This design comes from an exercise in tuning for small area on the open sky130 flow, not from production work.
Only the layout flow was run in this run; the RTL was not checked for function there.
Power is estimated from default activity; no workload was simulated.

==> flow/design.v <==
module FPAdder(
  input 			 clk,
  input	[31:0] A_56,
  input 	[31:0] B_56,
  output reg  [31:0] sum_56
);  
	wire			 sA_56;
	wire			 sB_56;
	wire	 [7:0] eA_56;
	wire	 [7:0] eB_56;
	wire	[22:0] mA_56;
	wire	[22:0] mB_56;
  reg 	[22:0]t_mA_56;
  reg 	[22:0]t_mB_56;
  reg 	[7:0]t_eA_56;
  reg 	[7:0]t_eB_56;
	reg	   	 eA_larger_eB_56;
  reg	 [7:0] eA_minus_eB_56;
  reg	 [7:0] eB_minus_eA_56;
	reg	 [7:0] e_diff_56;
	reg  [22:0] m_small_56;
	reg  [22:0] m_large_56;
	reg	 [7:0] e_small_56;
	reg	 [7:0] e_large_56;
	reg	[22:0] m_shifted_56;
	reg	[22:0] m_sum_56;
	reg 			 m_of_56;
	reg		    sum_sign_56;
  reg [7:0]	e_large_of_56;
  reg [7:0]	e_large_nof_56;
	reg   [31:0] s1_A_56;
	reg   [31:0] s1_B_56;
	reg    [7:0] s1_eA_56;
	reg    [7:0] s1_eB_56;
	reg   [22:0] s1_mA_56;
	reg   [22:0] s1_mB_56;
	reg   [31:0] s2_A_56;
	reg   [31:0] s2_B_56;
	reg    [7:0] s2_eA_56;
	reg    [7:0] s2_eB_56;
	reg   [22:0] s2_mA_56;
	reg   [22:0] s2_mB_56;
	reg   [31:0] s3_A_56;
	reg   [31:0] s3_B_56;
	reg    [7:0] s3_eA_56;
	reg    [7:0] s3_eB_56;
	reg   [22:0] s3_mA_56;
	reg   [22:0] s3_mB_56;
	reg   [31:0] s4_A_56;
	reg   [31:0] s4_B_56;
	reg    [7:0] s4_eA_56;
	reg    [7:0] s4_eB_56;
	reg   [22:0] s4_mA_56;
	reg   [22:0] s4_mB_56;
  reg	   	 s1_eA_larger_eB_56;
  reg	 [7:0] s1_eA_minus_eB_56;
  reg	 [7:0] s1_eB_minus_eA_56;
	reg	 [7:0] s1_e_diff_56;
	reg 	[22:0] s1_m_small_56;
	reg 	[22:0] s1_m_large_56;
	reg	 [7:0] s1_e_small_56;
	reg	 [7:0] s1_e_large_56;
	reg	[22:0] s1_m_shifted_56;
	reg	[22:0] s1_m_sum_56;
	reg 			 s1_m_of_56;
	reg		    s1_sum_sign_56;
	reg [7:0]	 s1_e_large_of_56;
  reg [7:0]	 s1_e_large_nof_56;
  reg	   	 s2_eA_larger_eB_56;
  reg	 [7:0] s2_eA_minus_eB_56;
  reg	 [7:0] s2_eB_minus_eA_56;
	reg	 [7:0] s2_e_diff_56;
	reg 	[22:0] s2_m_small_56;
	reg 	[22:0] s2_m_large_56;
	reg	 [7:0] s2_e_small_56;
	reg	 [7:0] s2_e_large_56;
	reg	[22:0] s2_m_shifted_56;
	reg	[22:0] s2_m_sum_56;
	reg 			 s2_m_of_56;
	reg		    s2_sum_sign_56;
	reg [7:0]	 s2_e_large_of_56;
  reg [7:0]	 s2_e_large_nof_56;	
  reg	   	 s3_eA_larger_eB_56;
  reg	 [7:0] s3_eA_minus_eB_56;
  reg	 [7:0] s3_eB_minus_eA_56;
	reg	 [7:0] s3_e_diff_56;
	reg 	[22:0] s3_m_small_56;
	reg 	[22:0] s3_m_large_56;
	reg	 [7:0] s3_e_small_56;
	reg	 [7:0] s3_e_large_56;
	reg	[22:0] s3_m_shifted_56;
	reg	[22:0] s3_m_sum_56;
	reg 			 s3_m_of_56;
	reg		    s3_sum_sign_56;
	reg [7:0]	 s3_e_large_of_56;
  reg [7:0]	 s3_e_large_nof_56;	
  reg	   	 s4_eA_larger_eB_56;
  reg	 [7:0] s4_eA_minus_eB_56;
  reg	 [7:0] s4_eB_minus_eA_56;
	reg	 [7:0] s4_e_diff_56;
	reg 	[22:0] s4_m_small_56;
	reg 	[22:0] s4_m_large_56;
	reg	 [7:0] s4_e_small_56;
	reg	 [7:0] s4_e_large_56;
	reg	[22:0] s4_m_shifted_56;
	reg	[22:0] s4_m_sum_56;
	reg 			 s4_m_of_56;
	reg		    s4_sum_sign_56;
	reg [7:0]	 s4_e_large_of_56;
  reg [7:0]	 s4_e_large_nof_56;
	assign   eA_56[7:0] = A_56[30:23];
	assign  mA_56[22:0] = A_56[22:0];
	assign   eB_56[7:0] = B_56[30:23];
	assign  mB_56[22:0] = B_56[22:0];
	always@(posedge clk)
		begin
		  t_mA_56 <= A_56[22:0];
		  t_mB_56 <= B_56[22:0];
        t_eA_56 <= A_56[30:23];
		  t_eB_56 <= B_56[30:23];
		end
	always@(posedge clk)
		begin
			 s1_eA_larger_eB_56 <= (eA_56 > eB_56);
			 s1_eA_minus_eB_56  <=  eA_56 - eB_56;
			 s1_eB_minus_eA_56  <=  eB_56 - eA_56;
 			 s1_e_diff_56 <= 0;
			 s1_m_small_56 <= 0;
			 s1_m_large_56 <= 0;
			 s1_e_small_56 <= 0;
			 s1_e_large_56 <= 0;
			 s1_m_shifted_56 <= 0;
			 s1_m_sum_56 <= 0;
			 s1_m_of_56 <= 0;
			 s1_sum_sign_56 <= 0;
			 s1_e_large_of_56 <= 0;
			 s1_e_large_nof_56 <= 0;
			 s1_A_56 <= A_56;
			 s1_B_56 <= B_56;
			 s1_eA_56 <= eA_56;
			 s1_eB_56 <= eB_56;
			 s1_mA_56 <= mA_56;
			 s1_mB_56 <= mB_56;
	 	end
	always@(posedge clk)
		begin
			s2_e_small_56 <= s1_eA_larger_eB_56 ? s1_eB_56 : s1_eA_56;
			s2_m_small_56 <= s1_eA_larger_eB_56 ? s1_mB_56 : s1_mA_56;
			s2_e_large_56 <= s1_eA_larger_eB_56 ? s1_eA_56 : s1_eB_56;
			s2_m_large_56 <= s1_eA_larger_eB_56 ? s1_mA_56 : s1_mB_56;
			s2_e_diff_56  <= s1_eA_larger_eB_56 ? s1_eA_minus_eB_56 : s1_eB_minus_eA_56;
			s2_m_shifted_56	<=	s1_m_shifted_56;
			s2_m_sum_56			<=	s1_m_sum_56;
			s2_m_of_56			<=	s1_m_of_56;
			s2_sum_sign_56		<=	s1_sum_sign_56;
			s2_e_large_of_56	<=	s1_e_large_of_56;
			s2_e_large_nof_56	<=	s1_e_large_nof_56;
			s2_A_56 <= s1_A_56; 
			s2_B_56 <= s1_B_56; 
			s2_eA_56 <= s1_eA_56; 
			s2_eB_56 <= s1_eB_56;
			s2_mA_56 <= s1_mA_56;
			s2_mB_56 <= s1_mB_56;
		end
	always@(posedge clk)
		begin
			s3_m_shifted_56 <= s2_m_small_56 >> s2_e_diff_56;
	 		s3_eA_larger_eB_56<=	s2_eA_larger_eB_56;
			s3_eA_minus_eB_56	<=	s2_eA_minus_eB_56;
			s3_eB_minus_eA_56	<=	s2_eB_minus_eA_56;
			s3_e_diff_56		<=	s2_e_diff_56;
			s3_m_small_56		<=	s2_m_small_56;
			s3_m_large_56		<=	s2_m_large_56;
			s3_e_small_56		<=	s2_e_small_56;
			s3_e_large_56		<=	s2_e_large_56;
			s3_m_sum_56			<=	s2_m_sum_56;
			s3_m_of_56			<=	s2_m_of_56;
			s3_sum_sign_56		<=	s2_sum_sign_56;
			s3_e_large_of_56	<=	s2_e_large_of_56;
			s3_e_large_nof_56	<=	s2_e_large_nof_56;
			s3_A_56 <= s2_A_56; 
			s3_B_56 <= s2_B_56; 
			s3_eA_56 <= s2_eA_56; 
			s3_eB_56 <= s2_eB_56;
			s3_mA_56 <= s2_mA_56;
			s3_mB_56 <= s2_mB_56;
		end
	always@(posedge clk)
		begin
				if(s3_A_56[31] == s3_B_56[31])
				  begin
					 {s4_m_of_56,s4_m_sum_56} <= s3_m_large_56 + s3_m_shifted_56;
					 s4_e_large_of_56 <= s3_e_large_56 + 1;
					 s4_e_large_nof_56 <= s3_e_large_56;
				  end
				else
				  begin
					 if(s3_m_large_56 > s3_m_shifted_56)
					   begin
						 {s4_m_of_56,s4_m_sum_56} <= s3_m_large_56 - s3_m_shifted_56;
						 s4_e_large_of_56 <= s3_e_large_56 + 1;
						 s4_e_large_nof_56 <= s3_e_large_56;
						end 
					  else
					   begin
						 {s4_m_of_56,s4_m_sum_56} <= s3_m_shifted_56 - s3_m_large_56;
						 s4_e_large_of_56 <= s3_e_large_56 + 1;
						 s4_e_large_nof_56 <= s3_e_large_56;
						end 	
				  end
				if((s3_A_56[31]==1 & (s3_eA_56 > s3_eB_56))|(s3_B_56[31]==1 & (s3_eB_56 > s3_eA_56))|(s3_A_56[31]==1 & s3_B_56[31]==1))		 
					begin
						s4_sum_sign_56 <= 1;
					end
				else if((s3_eA_56 == s3_eB_56) & ((s3_A_56[31]==1 & (s3_mA_56 > s3_mB_56)) | (s3_B_56[31]==1 & (s3_mB_56 > s3_mA_56))))
					begin
						s4_sum_sign_56 <= 1;
					end
				else
					begin
						s4_sum_sign_56 <= 0;
					end	
			s4_eA_larger_eB_56<=	s3_eA_larger_eB_56;	
			s4_eA_minus_eB_56	<=	s3_eA_minus_eB_56;
			s4_eB_minus_eA_56	<=	s3_eB_minus_eA_56;	
			s4_e_diff_56		<=	s3_e_diff_56;
			s4_m_small_56		<=	s3_m_small_56;
			s4_m_large_56		<=	s3_m_large_56;
			s4_e_small_56		<=	s3_e_small_56;
			s4_e_large_56		<=	s3_e_large_56;
			s4_m_shifted_56	<=	s3_m_shifted_56;
			s4_A_56 <= s3_A_56;
			s4_B_56 <= s3_B_56;
			s4_eA_56 <= s3_eA_56;
			s4_eB_56 <= s3_eB_56;
			s4_mA_56 <= s3_mA_56;
			s4_mB_56 <= s3_mB_56;
		end
	always@(posedge clk)
		begin
			if(s4_A_56==32'b0)
			  begin
				 sum_56 = s4_B_56;
			  end
			else if(s4_B_56==32'b0)
			  begin
				 sum_56 = s4_A_56;
			  end
			else
			  begin
					if(s4_m_of_56==0 && s4_m_sum_56[22]==1)
					  begin
						 sum_56[31]   = s4_sum_sign_56;
						 sum_56[30:0] = {s4_e_large_nof_56,s4_m_sum_56};
					  end
					else if(s4_m_of_56==0 && s4_m_sum_56[22]==0)
					  begin
						 sum_56[31]   = s4_sum_sign_56;
						 sum_56[30:0] = {s4_e_large_nof_56-1,s4_m_sum_56[21:0],1'b0};
					  end	 
					else if(s4_m_of_56==1)
					  begin
						 sum_56[31]   = s4_sum_sign_56;
						 sum_56[30:0] = {s4_e_large_of_56,1'b1,s4_m_sum_56[22:1]}; 
					  end	 
				end
		end
endmodule		
==> flow/run.sh <==
#!/bin/bash
# synth_recipe.tcl (not shown) runs the flow's synth.tcl, then flattens the netlist and writes it again
# the make line also repeats each setting of config.mk as NAME=value (left out here)
make -C /OpenROAD-flow-scripts/flow DESIGN_CONFIG=/design/flow/config.mk WORK_HOME=/design/flow/orfs CLKGATE_MAP_FILE= SYNTH_SCRIPT=/design/flow/synth_recipe.tcl finish
==> flow/config.mk <==
export PLATFORM = sky130hd
export DESIGN_NAME = FPAdder
export DESIGN_NICKNAME = FPAdder
export VERILOG_FILES = /design/flow/design.v
export SDC_FILE = /design/flow/constraint.sdc
export NUM_CORES = 4
export LEC_CHECK = 0
export CAP_MARGIN = 20
export CORE_MARGIN = 2
export CORE_UTILIZATION = 40
export SLEW_MARGIN = 20
==> flow/constraint.sdc <==
create_clock -name core_clock -period 4.0 [get_ports {clk}]
set_input_delay 0.8000 -clock core_clock [delete_from_list [all_inputs] [get_ports {clk}]]
set_output_delay 0.8000 -clock core_clock [all_outputs]
set_load 0.01 [all_outputs]
==> metrics.yaml <==
timing.final.ws_setup_ns: 0.481
cts_max_level: 2
peakVddDrop_v: 0.000374
hold_buffers: 0
crit_type: "reg2reg"
dp.cells: 2374
holdPathEnd: "s3_mB_56[12]"
synth_top_area_cell: "dfxtp_1"
post_dp_cell_area_um2: 19500
status: "timing/DRC/antenna clean"
drt-vias-per-instance: 5.07
die_y_um: 216
synth_common_cells: "dfxtp_1, nor2_1, inv_1"
clockBufferDepth: 3
hold_violations: 0
fin_setup_tns_ns: 0
syn_to_final_growth_pct: 18.0
pwr-share-comb_pct: 20.2
nets: 2020
n_antenna_cell: 0
ys.flop_type: "dfxtp_1"
min_period_ns: 3.52
period_share_pct: 88.0
drtIter0Drc: 1010
rrSetupSlack_ns: 0.48
pre_cts_ws_ns: 0.544
maxCapViolCount: 0
die_w_um: 216
syn_area_per_cell_um2: 10.4
pwr-share-clk_pct: 35.6
total_power_mw: 12.9
die_area_um2: 46600
hold_depth: 0
grt_pass1_vias: 12100
ff2ff_path_depth: 10
power_density_nw_per_um2: 610
holdCritStartpoint: "s2_mB_56[12]"
cts_resized: 0
yosysSeqAreaShare_pct: 53.2
r2r-end: "s4_m_sum_56[6]"
fmax_mhz: 284
dr.pass1.iters: 6
slew_violations: 0
antenna_found_initial: 1
grt_max_degree: 62
switchingPower_mw: 3.79
yosysTopAreaCellShare_pct: 47.9
dp_hpwl_um: 35500
ys_async_sr_fraction_pct: 0
rsz0062_at_grt: "false"
finalSetupViolCount: 0
antenna_left: 0
worstMarginPinSlew_ns: 1.02
cts_setup_buffers: 0
clk_latency_ns: 0.58
finalNonFillerCells: 2461
cts_buffers: 47
pin_count: 97
timing.rr.start: "s3_m_large_56[19]"
synth_area_leaders: "dfxtp_1, ha_1, edfxtp_1, mux2_2, a21oi_1"
critPathRequiredTime_ns: 4.51
wl_per_cell_um: 18.7
final_area_um2: 21200
ys_ff_latch: 461
num_rows: 77
switching_share_pct: 29.3
vias: 12500
cp-start-kind: "register"
gp_congestion: 0.941
syn_inst: 1725
ys_types: 75
track_usage_pct: 19.6
cts_root_buf: "clkbuf_16"
utilization_pct: 47.9
numPortBuffers: 96
pwr-share-seq_pct: 44.2
hold-worst-slack_ns: 0.322
skew_ns: 0.0125
initial_core_util_pct: 40.6
synth.most_common_cell: "dfxtp_1"
slew_headroom_pct: 31.6
drive_gt1_share_pct: 10.8
ys_warn_count: 1
power_leakage_nw: 9.02
critical_path.max_fanout: 19
syn_area_um2: 17900
path_clk_slew_ns: 0.07
drc: 0
clock-sinks: 461
drt-total-wl_um: 46100
hold_class: "reg2reg"
grt-ovfl-total: 0
synth_edf_count: 32
coreArea_um2: 44200
arrival_ns: 4.03
grt_pass1_wl_um: 69800
p_int_mw: 9.12
end_kind: "register"
cts_tree: "yes"
-- power groups by stage --
| stage | clock [mW] | combinational (mW) | sequential [mW] |
|---|---|---|---|
| floorplan | 0 | 1.85 | 5.57 |
| global placement | 0 | 2.54 | 5.82 |
| detailed placement | 0 | 2.55 | 5.83 |
| CTS | 4.71 | 2.57 | 5.73 |
| global route | 4.88 | 2.89 | 5.77 |
| finish | 4.59 | 2.61 | 5.71 |
-- state kept, by name, summed over array words and instances (netlist names), 22 cells and up --
signal,cells
s2_mA_56,22
s4_B_56,32
s1_mA_56,22
s3_mB_56,22
s4_A_56,32
s3_m_shifted_56,23
sum_56,32
s2_m_small_56,23
s3_m_large_56,23
s1_mB_56,22
s4_m_sum_56,23
s2_m_large_56,23
s2_mB_56,22
s3_mA_56,22
-- cell type report --
cell class,count,area (um2)
flip-flops and latches,461,9550
well taps,592,741
inverters,130,488
clock buffers,57,1310
repair buffers,110,1090
multi-input cells,1082,7650
clock inverters,29,338
fillers,4067,23100
-- worst max-delay path, stage by stage (launching register included) --
cell and delay (ns):
dfxtp_1 0.36, inv_1 0.06, ha_1 0.48, nand2_2 0.16, o211ai_1 0.22, a31oi_1 0.12
nor2b_1 0.54, a21o_1 0.77, mux2_2 0.41, a32oi_1 0.19, xnor2_1 0.14
-- how the worst max path moves through the flow --
stage	from	end	slack, ns	depth (start not counted)
floorplan	s3_m_large_56[1]	s4_m_sum_56[5]	1.33	11
global placement	s3_m_large_56[0]	s4_m_sum_56[6]	0.63	11
detailed placement	s3_m_large_56[1]	s4_m_sum_56[6]	0.54	10
CTS	s3_m_large_56[0]	s4_m_sum_56[6]	0.54	11
global route	s3_m_large_56[19]	s4_m_sum_56[6]	0.32	10
finish	s3_m_large_56[19]	s4_m_sum_56[6]	0.48	10
-- logic make-up (layout without fill, tap and decap cells) --
family / count (synthesis) / in the layout / synth area share [%]
AOI/OAI and AO/OA: 380 / 380 / 13.3
DFF: 461 / 461 / 53.2
buffers and inverters: 213 / 326 / 4.83
xor gates and xnor gates: 45 / 45 / 2.20
muxes: 130 / 130 / 7.83
other: 1 / 32 / 0.0209
adders and majority gates: 123 / 123 / 8.79
and+or+nand+nor: 372 / 372 / 9.81
-- layer usage --
metal	global-route usage (%)	routed length [um]	vias to the layer above
met4	4.85	902	0
met5	0	0	-
met3	3.51	2680	68
met1	28.5	22600	5934
li1	-	-	6124
met2	30.1	19900	357
-- placed cells by master (no fill, tap or decap), drive strengths merged, types with 14 or more instances in the layout --
master,n
nand2,104
ha,118
edfxtp,32
mux2i,47
nor2,130
a31oi,27
xnor2,34
nor3,18
a211oi,21
a21oi,127
a21o,42
nor4,21
clkbuf,57
nor2b,19
mux2,83
o211ai,16
inv,138
o21ai,81
conb,32
buf,14
nand3,19
dfxtp,429
clkdlybuf4s50,96
nand4,16

separate check: timing with driven ports:
Ports are ideal in the flow. The routed layout listed here was re-timed in OpenROAD.
Step 1, drivers: a clkbuf_16 drives clk and a buf_2 each remaining input, both assumed.
Step 2 adds t to the input delays and takes it off the output delays; t is the mean of the earliest and latest rising clock arrival at the registers after step 1. Input paths then give back, and output paths get back, about the clock's delay inside the block.
Three values: ideal, step 1, step 2; two values: the first two.
t, ns: 0.623
slack for setup (ns): 0.481 / 0.481 / 0.481
worst hold slack (ns): 0.322 / 0.322 / 0.322
worst setup path after step 2: register to register
worst slew at a driven data input, ns: 0.06
After both steps this run still meets setup and hold. The setup slack of this run moves by 0.000 ns with the drivers and by 0.000 ns with both steps.
